Source: an optimization exercise on an open RTL-to-GDS flow (aim: small area and a short achievable clock period). Production flows keep margins and buffers that such runs may drop.
RTL that was checked went through simulation tests only; none was proved equivalent to the original.
No functional check of the RTL was part of runs 2 to 4.
The flow treats the clock pin as an ideal source. Dropping or thinning the clock tree relies on that and would not hold on a real chip.
No activity file was given, so power comes from the tool's default toggle rates.

==> flow/design.v, too long to show whole: its modules and the start of the top module <==
// module MBF: 979 lines
// module MBF_fa: 6 lines
// module MBF_dl_a22o: 5 lines
// module MBF_dl_o22a: 5 lines
// module MBF_dl_a2bb2o: 5 lines
// module MBF_dl_o2bb2a: 5 lines
// module MBF_ha: 6 lines
module MBF(clk, reset, x_valid, x_in, y_valid, z_valid, y, z);
  // ...
==> flow/flow/run.sh <==
#!/bin/bash
set -e
here=$(cd "$(dirname "$0")" && pwd)
export BUFFER_PORTS_ARGS="-buffer_cell sky130_fd_sc_hd__buf_2"
export POST_SYNTH_TCL="$here/post_synth.tcl"
export CTS_ARGS="-sink_clustering_enable -repair_clock_nets -dont_use_dummy_load -sink_clustering_size 28 -sink_clustering_max_diameter 100 -sink_clustering_buffer sky130_fd_sc_hd__clkbuf_16"
export POST_CTS_TCL="$here/post_cts.tcl"
bash standard.sh > standard.log 2>&1
==> flow/flow/post_cts.tcl <==
set block [ord::get_db_block]
foreach inst [$block getInsts] {
  if {[$inst getName] ne "clkbuf_0_clk"} { continue }
  set in_net [[$inst findITerm A] getNet]
  set out_net [[$inst findITerm X] getNet]
  set loads {}
  foreach it [$out_net getITerms] {
    if {[$it getInst] ne $inst} { lappend loads $it }
  }
  if {[llength $loads] > 4} {
    puts "post_cts: root buffer drives [llength $loads] loads, kept"
    break
  }
  foreach it $loads {
    $it disconnect
    $it connect $in_net
  }
  [$inst findITerm A] disconnect
  [$inst findITerm X] disconnect
  odb::dbInst_destroy $inst
  odb::dbNet_destroy $out_net
  puts "post_cts: removed root buffer, clock port drives [llength $loads] buffers"
}
estimate_parasitics -placement
report_clock_min_period
==> flow/flow/post_synth.tcl <==
# The delay line's polarity-flipping next-state cells come out of ABC at drive
# strength 2; they drive one flip-flop each and are far from critical.
foreach inst [get_cells *] {
  set m [get_property $inst ref_name]
  if {$m eq "sky130_fd_sc_hd__o2bb2ai_2"} {
    replace_cell $inst sky130_fd_sc_hd__o2bb2ai_1
  } elseif {$m eq "sky130_fd_sc_hd__a2bb2oi_2"} {
    replace_cell $inst sky130_fd_sc_hd__a2bb2oi_1
  }
}
==> flow/standard.sh <==
#!/bin/bash
# synth_recipe.tcl (not shown) runs the flow's synth.tcl, then flattens the netlist and writes it again
# the make line also repeats each setting of config.mk as NAME=value (left out here)
make -C /OpenROAD-flow-scripts/flow DESIGN_CONFIG=/design/flow/config.mk WORK_HOME=/design/flow/orfs CLKGATE_MAP_FILE= SYNTH_SCRIPT=/design/flow/synth_recipe.tcl "${@:-finish}"
==> flow/config.mk <==
export PLATFORM = sky130hd
export DESIGN_NAME = MBF
export DESIGN_NICKNAME = MBF
export VERILOG_FILES = /design/flow/design.v
export SDC_FILE = /design/flow/constraint.sdc
export NUM_CORES = 4
export LEC_CHECK = 0
export CAP_MARGIN = 20
export CORE_MARGIN = 2
export CORE_UTILIZATION = 65
export SLEW_MARGIN = 20
export SYNTH_HIERARCHICAL = 1
==> flow/constraint.sdc <==
create_clock -name core_clock -period 12.0 [get_ports {clk}]
set_input_delay 2.4000 -clock core_clock [delete_from_list [all_inputs] [get_ports {clk}]]
set_output_delay 2.4000 -clock core_clock [all_outputs]
set_load 0.01 [all_outputs]
==> reports/metrics.csv, run 1 <==
stage;metric;value;unit
worst_setup_path;Crit Path Class;flip-flop to output pin;
floorplanning;Initial Util;0.669;
floorplanning;tap cell count;216;
route;total wire length;21.4;mm
worst_setup_path;Worst path slowest cell;dfxtp_1;
timing;Setup Skew;28.5;ps
placement;Buffers on Ports;28;
finish;clock-cell share of area;0.0220;
outcome;status;no timing/DRC/antenna violations;
power_and_ir_drop;P_comb;0.00115;W
timing;max frequency;313;MHz
finish;multi-input combinational area share;0.556;
synth;Avg Cell Area, Syn;14.9;sq um
power_and_ir_drop;Worst VDD drop;177;uV
power_and_ir_drop;switching share of power;0.372;
clock_tree;clock latency on the worst-skew pair;340;ps
power_and_ir_drop;sequential power share;0.361;
global_route;grt total ovfl;0;
timing;Worst-Margin Slew;736;ps
global_route;vias in the first global route;6375;
floorplanning;die area;17400;sq um
global_route;first-pass GRT wire length;34.6;mm
hold_path;Cells on Worst Hold Path;0;
global_route;met3 track demand over resource;0.0511;
finish;Final nets;1026;
==> run 2: changes to the inputs <==
--- a/flow/design.v
+++ b/flow/design.v
@@ -4,24 +4,24 @@
 input          reset;
 input          x_valid;
 input   [7:0]  x_in;
 output         y_valid;
 output         z_valid;
 output  [7:0]  y;
 output  [7:0]  z;
 reg  [7:0] x0;           
-reg        sh, nsh;      
-reg        hd, nhd;      
+reg        sh;           
+reg        hd;           
+wire       nsh = ~sh;
+wire       nhd = ~hd;
 always @(posedge clk) begin
     x0  <= x_in ^ 8'h7f;
     sh  <= x_valid & ~reset;
-    nsh <= ~(x_valid & ~reset);
     hd  <= ~x_valid & ~reset;
-    nhd <= ~(~x_valid & ~reset);
 end
 reg  [7:0] d0;
 wire [7:0] d0_n;
 reg  [7:0] d1;
 wire [7:0] d1_n;
 reg  [7:0] d2;
 wire [7:0] d2_n;
 reg  [7:0] d3;
==> flow/flow/run.sh (replaced) <==
#!/bin/bash
set -e
here=$(cd "$(dirname "$0")" && pwd)
export BUFFER_PORTS_ARGS="-buffer_cell sky130_fd_sc_hd__buf_2"
export POST_SYNTH_TCL="$here/post_synth.tcl"
export CTS_ARGS="-sink_clustering_enable -repair_clock_nets -dont_use_dummy_load -sink_clustering_size 32 -sink_clustering_max_diameter 100 -sink_clustering_buffer sky130_fd_sc_hd__clkbuf_16"
export POST_CTS_TCL="$here/post_cts.tcl"
bash standard.sh > standard.log 2>&1
==> reports/metrics.csv, run 2 <==
stage;metric;value;unit;change
route;Detail Route Antenna Nets;0;;
global_route;largest net degree at the start of global routing;65;;
clock_tree;clock latency on the worst-skew pair;350;ps;about the same
global_route;first-pass GRT wire length;35.3;mm;+2.0%
route;total wire length;21.5;mm;+0.53%
worst_setup_path;Setup crit start kind;flip-flop;;
flow_run;max-cap violations;0;;
clock_tree;Clock transition at path regs;100;ps;
route;routed vias;5820;;
synth;Synth warnings;7;;
timing;Final TNS setup;0;ps;
timing;Worst slew margin;0.362;;
route;vias per cell;5.91;;
finish;FF+latch area;4170;sq um;
timing;RSZ-0062 raised after global routing;false;;
route;WL/cell;21.8;um;
worst_setup_path;Critical path buffers and inverters;1;;
floorplanning;Initial Util;0.666;;-0.00283
timing;Worst-Margin Slew;957;ps;+221 ps
timing;PnR worst setup slack;8800;ps;
synth;Mapped Cells;714;;
synth;Post-Synthesis Cell Area;10600;sq um;
route;first-pass iteration count of the detailed router;4;;
power_and_ir_drop;power density cells;206;nW/um^2;
synth;Avg Cell Area, Syn;14.9;sq um;-0.14%
finish;layout cell share with drive strength beyond 1;0.0742;;
power_and_ir_drop;switching share of power;0.373;;+0.000737
floorplanning;Die Y;132;um;
global_route;grt total ovfl;0;;unchanged
global_route;initial antenna violation count;0;;
route;1st-iter DRT viols;196;;
worst_setup_path;Crit Path Class;flip-flop to output pin;;
worst_setup_path;crit-path max FO;1;;
clock_tree;clk sinks;208;;
worst_setup_path;Worst path slowest cell;dfxtp_1;;
placement;GPL Wtd Cong;0.845;;
floorplanning;Top Ports;29;;
timing;Final min period;3200;ps;
power_and_ir_drop;Pwr Total;0.00234;W;
worst_setup_path;CP peak stage delay;350;ps;
worst_setup_path;critical path arrival;800;ps;
timing;Setup Skew;56.6;ps;+28.1 ps
power_and_ir_drop;Worst VDD drop;133;uV;-25%
timing;final count of hold timing violations;0;;
power_and_ir_drop;combinational fraction of design power;0.488;;
placement;Buffers on Ports;28;;unchanged
placement;DP Worst Slack;9050;ps;
worst_setup_path;Critical Path Sink Type;output pin;;
finish;Fill cells;1128;;
worst_setup_path;worst-path cell chain;buf_2;;
timing;Final Slew Violations;0;;
outcome;status;no timing/DRC/antenna violations;;
global_route;vias in the first global route;6586;;+3.3%
timing;fin crit share;0.267;;
worst_setup_path;Crit path required time;9600;ps;
hold_path;Hold Path Class;flip-flop to flip-flop;;
timing;endpoints failing setup;0;;
placement;Final HPWL DP;16.4;mm;
finish;# diodes;0;;
finish;most frequent cells in the layout;dfxtp_1, fa_1, ha_1, inv_1, a22o_1;;
worst_setup_path;CP top delay family;flip-flops;;
route;DRC viols;0;;
finish;final core utilization;0.712;;
finish;Final nets;1024;;-0.19%
global_route;gr usage total;0.263;;
floorplanning;cell row count;46;;
power_and_ir_drop;Pleak;4.60;nW;
floorplanning;Core ar.;15900;sq um;
power_and_ir_drop;sequential power share;0.359;;-0.002
timing;max frequency;313;MHz;-0.17%
finish;Multi-input gate area;6330;sq um;
power_and_ir_drop;net switching power;0.000872;W;
power_and_ir_drop;Int Pwr;0.00147;W;
power_and_ir_drop;clock network fraction of total power;0.153;;
finish;area added between synthesis and finish;6.90;%;
finish;leading cell type in the layout, fill and taps excluded;dfxtp_1;;
floorplanning;die width;132;um;
floorplanning;die area;17400;sq um;-0.41%
run 2: cell count changes in the layout (fill, tap and decap cells not counted), sizes merged:
cell and change:
clkinv +2, dfxtp -2, inv -2, nand2b -1, nor2 +2, or2 -1
run 2: final timing paths:
check          from     end  slack (ps)  cells after the start
max          z_r[0]    z[0]        8800                      1
max reg2reg   d3[6]  pe11_1        8990                      5
min reg2reg  d14[0]   po0_0         360                      0
min          d14[0]   po0_0         360                      0
run 2: metrics by stage:
| step | cell area, sq um | instances | hold slack, ps |
|---|---|---|---|
| after global placement | 11100 | 974 | 338 |
| after detailed placement | 11100 | 974 | 342 |
| after floorplan | 10700 | 728 | 332 |
| after global routing | 11300 | 984 | 361 |
| final | 11300 | 984 | 361 |
run 2: area by class of cell:
| type | instances | area share |
|---|---|---|
| Clock buffer | 10 | 0.0221 |
| Timing Repair Buffer | 31 | 0.0143 |
| Tap cell | 216 | 0.0238 |
| Inverter | 43 | 0.0143 |
| Multi-Input combinational cell | 476 | 0.558 |
| Sequential cell | 208 | 0.367 |
run 2: layer usage:
| layer | routed length (um) | global-route usage | vias up |
|---|---|---|---|
| met2 | 11400 | 0.476 | 138 |
| li1 | - | - | 2587 |
| met3 | 693 | 0.0265 | 44 |
| met5 | 0 | 0 | - |
| met1 | 8770 | 0.340 | 3051 |
| met4 | 665 | 0.0785 | 0 |
run 2: power groups by stage:
stage	logic [W]	clock network, W	registers, W
finish	0.00114	0.000357	0.000841
global route	0.00127	0.000383	0.000850
detailed placement	0.00114	0	0.000858
global placement	0.00110	0	0.000855
floorplan	0.000864	0	0.000862
==> run 3: changes to the inputs <==
--- a/flow/config.mk
+++ b/flow/config.mk
@@ -8,5 +8,5 @@
 export CAP_MARGIN = 20
 export CORE_MARGIN = 2
-export CORE_UTILIZATION = 65
+export CORE_UTILIZATION = 72
 export SLEW_MARGIN = 20
 export SYNTH_HIERARCHICAL = 1
==> reports/metrics.csv, run 3 <==
stage;metric;value;unit;change
outcome;status;no timing/DRC/antenna violations;;
floorplanning;Core ar.;14500;sq um;-9.2%
timing;max frequency;313;MHz;about the same
worst_setup_path;CP peak stage delay;350;ps;about the same
power_and_ir_drop;clock network fraction of total power;0.143;;-0.010
finish;most frequent cells in the layout;dfxtp_1, fa_1, inv_1, ha_1, a22o_1;;
global_route;largest net degree at the start of global routing;65;;unchanged
timing;Final TNS setup;0;ps;unchanged
timing;Final min period;3200;ps;+0.770 ps
placement;GPL Wtd Cong;0.883;;+4.5%
worst_setup_path;Setup crit start kind;flip-flop;;
finish;Fill cells;881;;-22%
placement;Final HPWL DP;16.2;mm;-1.1%
route;1st-iter DRT viols;392;;+100%
floorplanning;Top Ports;29;;unchanged
placement;Buffers on Ports;28;;unchanged
route;DRC viols;0;;unchanged
global_route;first-pass GRT wire length;35.0;mm;-0.72%
global_route;initial antenna violation count;0;;unchanged
synth;Mapped Cells;714;;unchanged
worst_setup_path;Worst path slowest cell;dfxtp_1;;
clock_tree;clock latency on the worst-skew pair;340;ps;about the same
floorplanning;Initial Util;0.733;;+0.0673
clock_tree;Clock transition at path regs;110;ps;about the same
power_and_ir_drop;switching share of power;0.372;;-0.00107
route;WL/cell;22.2;um;+1.7%
floorplanning;die area;15700;sq um;-9.4%
power_and_ir_drop;Worst VDD drop;133;uV;-0.39%
timing;RSZ-0062 raised after global routing;false;;
worst_setup_path;Critical path buffers and inverters;1;;unchanged
worst_setup_path;Crit Path Class;flip-flop to output pin;;
synth;Post-Synthesis Cell Area;10600;sq um;unchanged
route;total wire length;21.1;mm;-1.7%
power_and_ir_drop;Pwr Total;0.00231;W;-1.2%
worst_setup_path;Crit path required time;9600;ps;about the same
finish;area added between synthesis and finish;6.28;%;
finish;layout cell share with drive strength beyond 1;0.0730;;-0.00121
timing;Final Slew Violations;0;;unchanged
floorplanning;Die Y;125;um;-4.8%
power_and_ir_drop;power density cells;205;nW/um^2;-0.60%
timing;final count of hold timing violations;0;;unchanged
synth;Synth warnings;7;;unchanged
route;vias per cell;6.12;;+3.5%
timing;Setup Skew;33.2;ps;-23.5 ps
route;routed vias;5823;;+0.052%
power_and_ir_drop;net switching power;0.000860;W;-1.5%
route;first-pass iteration count of the detailed router;7;;+3
global_route;grt total ovfl;0;;unchanged
flow_run;max-cap violations;0;;unchanged
timing;endpoints failing setup;0;;unchanged
floorplanning;cell row count;44;;-4.3%
timing;fin crit share;0.267;;about the same
placement;DP Worst Slack;9020;ps;-30.6 ps
timing;PnR worst setup slack;8800;ps;-0.770 ps
synth;Avg Cell Area, Syn;14.9;sq um;unchanged
power_and_ir_drop;Pleak;4.59;nW;-0.23%
clock_tree;clk sinks;208;;unchanged
power_and_ir_drop;combinational fraction of design power;0.494;;+0.006
global_route;gr usage total;0.287;;+0.0238
route;Detail Route Antenna Nets;0;;unchanged
finish;# diodes;0;;unchanged
power_and_ir_drop;Int Pwr;0.00145;W;-1.0%
worst_setup_path;Critical Path Sink Type;output pin;;
power_and_ir_drop;sequential power share;0.362;;+0.003
floorplanning;die width;125;um;-4.8%
finish;leading cell type in the layout, fill and taps excluded;dfxtp_1;;
hold_path;Hold Path Class;flip-flop to flip-flop;;
timing;Worst slew margin;0.347;;-0.0147
worst_setup_path;worst-path cell chain;buf_2;;
finish;Final nets;1023;;-0.098%
timing;Worst-Margin Slew;979;ps;+22.0 ps
worst_setup_path;crit-path max FO;1;;unchanged
worst_setup_path;critical path arrival;800;ps;about the same
worst_setup_path;CP top delay family;flip-flops;;
global_route;vias in the first global route;6617;;+0.47%
==> run 3: worst register-to-register path, cell delays in order, from the launching register on <==
cell,delay (ps)
dfxtp_1,350
fa_1,590
fa_1,430
ha_1,340
a31o_1,200
a21o_1,210
o41ai_2,500
o21bai_1,150
xor2_1,160
==> run 3: worst paths after layout <==
| kind | from | to | slack (ps) | cells past startpoint |
|---|---|---|---|---|
| hold / removal | x0[1] | pe1_0 | 360 | 0 |
| setup reg to reg | pe9_0 | z_r[5] | 8980 | 8 |
| setup / recovery | y_r[1] | y[1] | 8800 | 1 |
| hold reg to reg | x0[1] | pe1_0 | 360 | 0 |
==> run 3: per-layer routing <==
metal | track usage | vias up | wire length, um
li1 | - | 2584 | -
met3 | 0.0385 | 37 | 947
met1 | 0.387 | 3041 | 8730
met4 | 0.0732 | 0 | 544
met2 | 0.503 | 161 | 10900
met5 | 0 | - | 0
==> run 3: power groups by stage <==
stage | sequential (W) | combinational, W | clock [W]
detailed placement | 0.000856 | 0.00113 | 0
global placement | 0.000853 | 0.00109 | 0
finish | 0.000838 | 0.00114 | 0.000331
floorplan | 0.000862 | 0.000864 | 0
global route | 0.000848 | 0.00129 | 0.000358
==> run 3: metrics by stage <==
stage | cell area [sq um] | std cells | hold slack, ps | utilization
floorplan | 10700 | 728 | 332 | -
global placement | 11100 | 942 | 338 | 0.763
detailed placement | 11100 | 942 | 343 | 0.763
global route | 11300 | 951 | 369 | 0.779
finish | 11300 | 951 | 362 | 0.779
==> run 3: area by class of cell <==
class	count	area [sq um]	area share
sequential	208	4170	0.369
multi-input combinational	476	6330	0.561
timing repair buffer	31	163	0.0144
inverter	43	163	0.0144
tap	184	230	0.0204
clock buffer	9	225	0.0200
==> run 4: changes to the inputs <==
--- a/flow/config.mk
+++ b/flow/config.mk
@@ -8,5 +8,5 @@
 export CAP_MARGIN = 20
 export CORE_MARGIN = 2
-export CORE_UTILIZATION = 72
+export CORE_UTILIZATION = 55
 export SLEW_MARGIN = 20
 export SYNTH_HIERARCHICAL = 1
==> reports/metrics.csv, run 4 <==
stage;metric;value;unit;change
timing;PnR worst setup slack;8780;ps;-19.6 ps
global_route;gr usage total;0.234;;-0.0531
worst_setup_path;CP top delay family;flip-flops;;
worst_setup_path;CP peak stage delay;360;ps;about the same
route;total wire length;21.9;mm;+3.5%
timing;Final Slew Violations;0;;unchanged
synth;Mapped Cells;714;;unchanged
clock_tree;Clock transition at path regs;100;ps;about the same
outcome;status;no timing/DRC/antenna violations;;
route;routed vias;5741;;-1.4%
floorplanning;Die Y;143;um;+14%
floorplanning;Top Ports;29;;unchanged
clock_tree;clk sinks;208;;unchanged
power_and_ir_drop;Pleak;4.60;nW;+0.36%
finish;layout cell share with drive strength beyond 1;0.0754;;+0.00241
global_route;initial antenna violation count;0;;unchanged
flow_run;max-cap violations;0;;unchanged
timing;Worst-Margin Slew;823;ps;-155 ps
floorplanning;Core ar.;18800;sq um;+30%
timing;endpoints failing setup;0;;unchanged
worst_setup_path;Crit path required time;9600;ps;about the same
finish;area added between synthesis and finish;7.50;%;
route;1st-iter DRT viols;231;;-41%
synth;Avg Cell Area, Syn;14.9;sq um;unchanged
finish;Fill cells;1520;;+73%
synth;Synth warnings;7;;unchanged
clock_tree;clock latency on the worst-skew pair;350;ps;about the same
hold_path;Hold Path Class;flip-flop to flip-flop;;
timing;Final TNS setup;0;ps;unchanged
timing;final count of hold timing violations;0;;unchanged
timing;RSZ-0062 raised after global routing;false;;
finish;# diodes;0;;unchanged
timing;Setup Skew;67.8;ps;+34.7 ps
worst_setup_path;Critical path buffers and inverters;1;;unchanged
timing;fin crit share;0.268;;+0.00163
timing;Final min period;3220;ps;+19.6 ps
timing;max frequency;311;MHz;-0.61%
worst_setup_path;Crit Path Class;flip-flop to output pin;;
worst_setup_path;Critical Path Sink Type;output pin;;
floorplanning;die width;143;um;+14%
worst_setup_path;Worst path slowest cell;dfxtp_1;;
global_route;grt total ovfl;0;;unchanged
finish;most frequent cells in the layout;dfxtp_1, fa_1, ha_1, inv_1, a22o_1;;
timing;Worst slew margin;0.451;;+0.104
finish;leading cell type in the layout, fill and taps excluded;dfxtp_1;;
route;vias per cell;5.58;;-8.9%
floorplanning;Initial Util;0.564;;-0.169
global_route;vias in the first global route;6470;;-2.2%
worst_setup_path;critical path arrival;820;ps;+20 ps
route;DRC viols;0;;unchanged
global_route;first-pass GRT wire length;36.0;mm;+2.8%
floorplanning;die area;20400;sq um;+30%
finish;Final nets;1025;;+0.20%
placement;Buffers on Ports;28;;unchanged
placement;DP Worst Slack;9010;ps;-10.4 ps
floorplanning;cell row count;50;;+14%
route;WL/cell;21.2;um;-4.4%
power_and_ir_drop;Worst VDD drop;163;uV;+23%
power_and_ir_drop;power density cells;204;nW/um^2;-0.58%
worst_setup_path;Setup crit start kind;flip-flop;;
global_route;largest net degree at the start of global routing;65;;unchanged
route;Detail Route Antenna Nets;0;;unchanged
synth;Post-Synthesis Cell Area;10600;sq um;unchanged
placement;GPL Wtd Cong;0.839;;-5.0%
route;first-pass iteration count of the detailed router;4;;-3
placement;Final HPWL DP;16.9;mm;+4.4%
worst_setup_path;crit-path max FO;1;;unchanged
worst_setup_path;worst-path cell chain;buf_2;;
[run 4: final timing paths]
| kind | start | endpoint | slack [ps] | cells after the start |
|---|---|---|---|---|
| worst min register to register | x0[0] | pe0_0 | 360 | 0 |
| worst max-delay path | y_r[1] | y[1] | 8780 | 1 |
| worst min-delay path | x0[0] | pe0_0 | 360 | 0 |
| worst max register to register | d2[6] | po9_1 | 8960 | 5 |
[run 4: report_power, final]
group | internal, W | switching [W]
Combinational | 0.000529 | 0.000601
Clock | 0.000151 | 0.000204
Sequential | 0.000785 | 0.0000556
[run 4: cell type report]
class | count | area [sq um] | area share
Multi-Input combinational cell | 476 | 6330 | 0.555
Sequential cell | 208 | 4170 | 0.365
Tap cell | 260 | 325 | 0.0285
Clock buffer | 10 | 250 | 0.0219
Timing Repair Buffer | 32 | 170 | 0.0149
Inverter | 43 | 164 | 0.0144
[run 4: routing by layer]
metal	vias to the layer above	part of all wire	GRT usage
met1	2997	0.41	0.306
li1	2593	-	-
met3	43	0.026	0.0215
met5	-	0	0
met2	108	0.53	0.418
met4	0	0.032	0.0667
[run 4: metrics by stage]
stage          hold WS (ps)  utilization  power [W]  cell area, sq um  instances
3_5_place_dp            340        0.593    0.00200             11200       1019
3_3_place_gp            339        0.592    0.00198             11200       1019
6_report                357        0.606    0.00233             11400       1029
2_1_floorplan           332            -    0.00173             10700        728
5_1_grt                 365        0.606    0.00252             11400       1029

-- port drivers added, routing unchanged --
How much do the figures lean on ideal ports? The routed layouts below were timed once more, with nothing changed but the port constraints.
Step 1, drivers: a clkbuf_16 drives clk and a buf_2 each remaining input, both assumed.
Step 2 moves the port delays by t, midway between the first and last clock arrival at a register: inputs arrive t later, outputs are due t later. That takes back most of the time a late clock gives input paths.
Slacks: ideal ports / drivers / drivers and shift; pairs: ideal ports / drivers.
run	t, ns	setup slack, ns	hold slack, ns	latest minus earliest clock arrival (ns)	pins driven straight from the clock port
run 1	0.382	8.806 / 8.747 / 8.989	0.355 / 0.355 / 0.355	0.030 / 0.030	2
run 2	0.378	8.801 / 8.743 / 8.995	0.361 / 0.361 / 0.361	0.057 / 0.057	2
run 3	0.383	8.800 / 8.743 / 8.983	0.362 / 0.362 / 0.362	0.033 / 0.034	2
run 4	0.375	8.780 / 8.722 / 8.960	0.357 / 0.357 / 0.357	0.068 / 0.068	2
After both steps setup and hold are still met in every run listed.
